Context: an optimization exercise on an open-source flow, tuned for small area, a short achievable clock period and few clock cycles per item. The choices shown serve that exercise and are no tape-out recipe.
Where RTL was checked, it was by simulation tests only, not by an equivalence proof against the original.
Power is estimated from default activity; no workload was simulated.

// ebpc_encoder
module ebpc_encoder
  (
   input logic               clk_i,
   input logic               rst_ni,
   input logic [DATA_W-1:0]  data_i,
   input logic               last_i,
   input logic               vld_i,
   output logic              rdy_o,
   output logic              idle_o,
   output logic [DATA_W-1:0] znz_data_o,
   output logic              znz_last_o,
   output logic              znz_vld_o,
   input logic               znz_rdy_i,
   output logic [DATA_W-1:0] bpc_data_o,
   output logic              bpc_last_o,
   output logic              bpc_vld_o,
   input logic               bpc_rdy_i,
   output logic              blk_done_o
   );
For scale: ~1300 cells after synthesis, roughly 280 flip-flops, ~0.014 mm2 of cells after synthesis.
==> flow/config.mk <==
export PLATFORM = sky130hd
export DESIGN_NAME = ebpc_encoder
export DESIGN_NICKNAME = ebpc_encoder
export VERILOG_FILES = /design/flow/design.v
export SDC_FILE = /design/flow/constraint.sdc
export NUM_CORES = 4
export LEC_CHECK = 0
export CAP_MARGIN = 20
export CORE_MARGIN = 2
export CORE_UTILIZATION = 40
export PLACE_DENSITY = 0.6
export SLEW_MARGIN = 20
==> flow/constraint.sdc <==
create_clock -name core_clock -period 12.0 [get_ports {clk_i}]
set_input_delay 2.4000 -clock core_clock [delete_from_list [all_inputs] [get_ports {clk_i}]]
set_output_delay 2.4000 -clock core_clock [all_outputs]
set_load 0.01 [all_outputs]
standard.sh (not shown) runs the stock make flow with config.mk's settings and CLKGATE_MAP_FILE= SYNTH_SCRIPT=/design/flow/synth_recipe.tcl, a recipe that flattens the netlist after the stock synthesis.
==> flow/flow/run.sh <==
#!/bin/bash
# Standard layout, with repair_timing asked for extra setup slack against
# the design's own constraints (same SDC, same clock period).
cp standard.sh standard_copy.sh.txt 2>/dev/null
export SETUP_SLACK_MARGIN=8.6
bash standard.sh > standard_flow.log 2>&1
Testbench counts at the start, summed over its fixed seeds: cycles 29,247, words 28,155.
Change:
--- a/flow/design.v
+++ b/flow/design.v
@@ -98,28 +98,27 @@
       ov_d  = ov_q && !rdy_i;
     end
   end
   always_ff @(posedge clk_i or negedge rst_ni) begin
     if (~rst_ni) begin
       acc_q <= '0;
       cnt_q <= '0;
       lb_q  <= '0;
       ov_q  <= 1'b0;
-      ovo_q <= 1'b0;
     end else begin
-      ovo_q <= ov_d;
       acc_q <= acc_d;
       cnt_q <= cnt_d;
       lb_q  <= lb_d;
       ov_q  <= ov_d;
     end
   end
   always_ff @(posedge clk_i) begin
+    ovo_q <= ov_d;
     o_q  <= o_d;
     ol_q <= ol_d;
   end
 endmodule
 import ebpc_pkg::*;
 module dbx_compressor (
   input  logic [BLOCK_SIZE-2:0] dbp_i,
   input  logic [BLOCK_SIZE-2:0] dbx_i,
   output logic [7:0]            symb_o,
@@ -474,39 +473,42 @@
   logic              cv_q, ce_q, code_free;
   logic [7:0]        cd_q;
   logic [3:0]        cl_q;
   assign idle_o = 1'b0;
   assign take   = iv_q && znz_room && (!inz_q || nz_ok);
   logic              sv_q;
   logic [DATA_W-1:0] sd_q;
   logic              sl_q, snz_q;
   logic              accept, main_load;
-  logic              rdy_q;    
+  logic              rdy_q;
   assign rdy_o     = rdy_q;
   assign accept    = vld_i && !sv_q;
   assign main_load = take || !iv_q;
   always_ff @(posedge clk_i or negedge rst_ni) begin
     if (~rst_ni) begin
       iv_q  <= 1'b0;
       sv_q  <= 1'b0;
-      rdy_q <= 1'b1;
     end else begin
       if (main_load) begin
         iv_q  <= sv_q || accept;
         sv_q  <= 1'b0;
-        rdy_q <= 1'b1;
       end else if (accept) begin
         sv_q  <= 1'b1;
-        rdy_q <= 1'b0;
       end
     end
   end
   always_ff @(posedge clk_i) begin
+    if (main_load)
+      rdy_q <= 1'b1;
+    else if (accept)
+      rdy_q <= 1'b0;
+  end
+  always_ff @(posedge clk_i) begin
     if (main_load) begin
       if (sv_q) begin
         id_q  <= sd_q;
         il_q  <= sl_q;
         inz_q <= snz_q;
       end else begin
         id_q  <= data_i;
         il_q  <= last_i;
         inz_q <= |data_i;
The new run passed the timing, design-rule and antenna checks; register-to-register slack hardly moves; cell count went down by 1.5%; wire length went up by 1.1%; via count went down by 2.0%; critical path depth is unchanged; synthesized cell count went down by 2.1%; total power went down by 3.8%; design area went down by 0.90%; combinational power went down by about 7%; clock power barely changes; worst hold slack hardly moves; non-clock buffer count went down by 5.
Testbench counts after the change, summed over its fixed seeds: cycles 29,247, words 28,155.

Setup of lane 3:
ebpc_encoder, a different RTL version from the one above (not shown whole).
Size: roughly 1300 cells after synthesis, roughly 270 flip-flops, ~37 I/O pins, roughly 0.013 mm² of cells after synthesis.
==> module ebpc_encoder, before the edit <==
module ebpc_encoder
  (
   input logic               clk_i,
   input logic               rst_ni,
   input logic [DATA_W-1:0]  data_i,
   input logic               last_i,
   input logic               vld_i,
   output logic              rdy_o,
   output logic              idle_o,
   output logic [DATA_W-1:0] znz_data_o,
   output logic              znz_last_o,
   output logic              znz_vld_o,
   input logic               znz_rdy_i,
   output logic [DATA_W-1:0] bpc_data_o,
   output logic              bpc_last_o,
   output logic              bpc_vld_o,
   input logic               bpc_rdy_i,
   output logic              blk_done_o
   );
  logic              iv_q;
  logic [DATA_W-1:0] id_q;
  logic              il_q, inz_q;
  logic              take;
  logic              znz_room, nz_ok;
  logic [5:0]        znz_code;
  logic [3:0]        znz_len;
  logic              coder_free, xfer, xfer_tag;
  logic [0:BLOCK_SIZE-1][DATA_W-1:0] words;
  logic              bpc_room, code_vld, code_end;
  logic [7:0]        code;
  logic [3:0]        code_len;
  logic              xfer_open, res_nz, res_last;
  logic              full_d, coder_busy_d;
  logic              cv_q, ce_q, code_free;
  logic [7:0]        cd_q;
  logic [3:0]        cl_q;
  assign idle_o = 1'b0;
  logic              ok_q, ok_d, iv_d, inz_d;
  logic              znz_room_d, nz_ok_d, coder_free_d, bpc_room_d, cv_d;
  logic              accept;
  logic              rdy_q;    
  assign take   = iv_q && ok_q;
  assign rdy_o  = rdy_q;
  assign accept = vld_i && (!iv_q || ok_q);
  assign iv_d         = accept || (iv_q && !take);
  assign inz_d        = accept ? |data_i : inz_q;
  assign cv_d         = code_free ? code_vld : cv_q;
  assign coder_free_d = !coder_busy_d && (!cv_d || bpc_room_d);
  assign ok_d         = znz_room_d && (!inz_d || nz_ok_d);
  always_ff @(posedge clk_i or negedge rst_ni) begin
    if (~rst_ni)
      iv_q <= 1'b0;
    else
      iv_q <= iv_d;
  end
  always_ff @(posedge clk_i) begin
    ok_q  <= ok_d;
    rdy_q <= !iv_d || ok_d;
    if (accept) begin
      id_q  <= data_i;
      il_q  <= last_i;
      inz_q <= |data_i;
    end
  end
  zrle zrle_i (
    .clk_i (clk_i),
    .rst_ni(rst_ni),
    .vld_i (take),
    .nz_i  (inz_q),
    .last_i(il_q),
    .code_o(znz_code),
    .len_o (znz_len)
  );
  shift_streamer #(.IW(6)) znz_pack_i (
    .clk_i (clk_i),
    .rst_ni(rst_ni),
    .vld_i (take),
    .data_i(znz_code),
    .len_i (znz_len),
    .end_i (il_q),
    .room_o(znz_room),
    .room_d_o(znz_room_d),
    .data_o(znz_data_o),
    .last_o(znz_last_o),
    .vld_o (znz_vld_o),
    .rdy_i (znz_rdy_i)
  );
  dbp_dbx_enc collect_i (
    .clk_i       (clk_i),
    .rst_ni      (rst_ni),
    .take_i      (take),
    .nz_i        (inz_q),
    .last_i      (il_q),
    .data_i      (id_q),
    .coder_free_i(coder_free),
    .nz_ok_o     (nz_ok),
    .full_d_o    (full_d),
    .coder_free_d_i(coder_free_d),
    .nz_ok_d_o   (nz_ok_d),
    .xfer_o      (xfer),
    .tag_o       (xfer_tag),
    .open_o      (xfer_open),
    .res_nz_o    (res_nz),
    .res_last_o  (res_last),
    .words_o     (words)
  );
  seq_coder coder_i (
    .clk_i  (clk_i),
    .rst_ni (rst_ni),
    .xfer_i (xfer),
    .tag_i  (xfer_tag),
    .open_i (xfer_open),
    .res_nz_i  (res_nz),
    .res_last_i(res_last),
    .base_i (words[0]),
    .words_i(words),
    .room_i (code_free),
    .free_o (coder_free),
    .busy_d_o(coder_busy_d),
    .vld_o  (code_vld),
    .code_o (code),
    .len_o  (code_len),
    .end_o  (code_end)
  );
  assign code_free = !cv_q || bpc_room;
  always_ff @(posedge clk_i or negedge rst_ni) begin
    if (~rst_ni)
      cv_q <= 1'b0;
    else if (code_free)
      cv_q <= code_vld;
  end
  always_ff @(posedge clk_i) begin
    if (code_free) begin
      cd_q <= code;
      cl_q <= code_len;
      ce_q <= code_end;
    end
  end
  shift_streamer #(.IW(8)) bpc_pack_i (
    .clk_i (clk_i),
    .rst_ni(rst_ni),
    .vld_i (cv_q && bpc_room),
    .data_i(cd_q),
    .len_i (cl_q),
    .end_i (ce_q),
    .room_o(bpc_room),
    .room_d_o(bpc_room_d),
    .data_o(bpc_data_o),
    .last_o(bpc_last_o),
    .vld_o (bpc_vld_o),
    .rdy_i (bpc_rdy_i)
  );
  done_gen done_gen_i (
    .clk_i     (clk_i),
    .rst_ni    (rst_ni),
    .znz_fin_i (znz_vld_o && znz_rdy_i && znz_last_o),
    .bpc_fin_i (bpc_vld_o && bpc_rdy_i && bpc_last_o),
    .blk_done_o(blk_done_o)
  );
endmodule  
clock: 12.0 ns
lec_check: 0
abc_area: 1
cap_margin: 20
core_margin: 2
core_utilization: 55
cts_cluster_diameter: 100
cts_cluster_size: 25
place_density: 0.7
slew_margin: 20
==> flow/flow/run.sh <==
#!/bin/bash
# Standard layout, with repair_timing asked for extra setup slack against
# the design's own constraints (same SDC, same clock period).
cp standard.sh standard_copy.sh.txt 2>/dev/null
export SETUP_SLACK_MARGIN=8.6
export CTS_ARGS="-sink_clustering_enable -repair_clock_nets -sink_clustering_size 25 -sink_clustering_max_diameter 100 -dont_use_dummy_load"
bash standard.sh > standard_flow.log 2>&1
Testbench counts of lane 3, summed over its fixed seeds: cycles 28,903, words 28,155.
The inputs of lane 5 differ from those of lane 3 as listed below.
--- a/flow/design.v
+++ b/flow/design.v
@@ -474,11 +474,12 @@
   logic [3:0]        code_len;
   logic              xfer_open, res_nz, res_last;
   logic              full_d, coder_busy_d;
   logic              cv_q, ce_q, code_free;
   logic [7:0]        cd_q;
-  logic [3:0]        cl_q;
+  logic [1:0]        cl_q;     
+  logic [3:0]        cl_len;
   assign idle_o = 1'b0;
   logic              ok_q, ok_d, iv_d, inz_d;
   logic              znz_room_d, nz_ok_d, coder_free_d, bpc_room_d, cv_d;
   logic              accept;
   logic              rdy_q;    
@@ -563,30 +564,42 @@
     .vld_o  (code_vld),
     .code_o (code),
     .len_o  (code_len),
     .end_o  (code_end)
   );
+  always_comb
+    case (cl_q)
+      2'd1:    cl_len = 4'd5;
+      2'd2:    cl_len = 4'd6;
+      2'd3:    cl_len = 4'd2;
+      default: cl_len = 4'd8;
+    endcase
   assign code_free = !cv_q || bpc_room;
   always_ff @(posedge clk_i or negedge rst_ni) begin
     if (~rst_ni)
       cv_q <= 1'b0;
     else if (code_free)
       cv_q <= code_vld;
   end
   always_ff @(posedge clk_i) begin
     if (code_free) begin
       cd_q <= code;
-      cl_q <= code_len;
+      case (code_len)
+        4'd5:    cl_q <= 2'd1;
+        4'd6:    cl_q <= 2'd2;
+        4'd2:    cl_q <= 2'd3;
+        default: cl_q <= 2'd0;
+      endcase
       ce_q <= code_end;
     end
   end
   shift_streamer #(.IW(8)) bpc_pack_i (
     .clk_i (clk_i),
     .rst_ni(rst_ni),
     .vld_i (cv_q && bpc_room),
     .data_i(cd_q),
-    .len_i (cl_q),
+    .len_i (cl_len),
     .end_i (ce_q),
     .room_o(bpc_room),
     .room_d_o(bpc_room_d),
     .data_o(bpc_data_o),
     .last_o(bpc_last_o),
## What came out
Lane 5: die boundary width about 1.1% above lane 3. In lane 5 the area growth from synthesis to layout turned out 0.97 points lower than in lane 3. Total number of tap cells (lower): lane 3. Worst setup slack on lane 5 is behind lane 3. Compared with lane 3, in lane 5 combinational power went up by about 3%; weighted congestion reported at the end of routability-driven placement went up by 0.012; cell count went up by 57; clock power share went down by 0.2 points; maximum clock frequency went down by about 0.6%. Compared with lane 3, routed wire length in lane 5 decreased by a few percent. Relative to lane 3, the non-clock buffer count of lane 5 is lower by 3.
For lane 5, only the layout was checked, not whether the RTL still works.

-- port drivers added, routing unchanged --
The results above use ideal ports. As a check the final layouts listed here were re-extracted and re-timed, cells and wires unchanged.
Step 1 (the two cells are an assumption about what drives the block):
set clk [get_ports {clk_i}]
set_driving_cell -lib_cell sky130_fd_sc_hd__clkbuf_16 $clk
set_driving_cell -lib_cell sky130_fd_sc_hd__buf_2 [delete_from_list [all_inputs] $clk]
Step 2 also shifts input and output timing later by t, the mid clock arrival at the registers, as if the neighbouring blocks saw the same clock.
Three values: ideal, step 1, step 2; two values: the first two.
run	t (ns)	slack for setup (ns)	latest minus earliest clock arrival (ns)	worst register clock-pin slew, ns
the first run of note 1	0.595	8.411 / 8.360 / 8.100	0.033 / 0.033	0.06 / 0.06
the second run of note 1	0.543	8.542 / 8.493 / 8.130	0.026 / 0.026	0.06 / 0.06
lane 3	0.522	8.545 / 8.498 / 8.216	0.051 / 0.051	0.10 / 0.10
lane 5	0.525	8.525 / 8.475 / 8.164	0.031 / 0.030	0.10 / 0.10
After both steps every run listed still meets setup and hold. The setup slack of the second run of note 1, which loses most, moves by -0.049 ns with the drivers and by -0.412 ns with both steps.
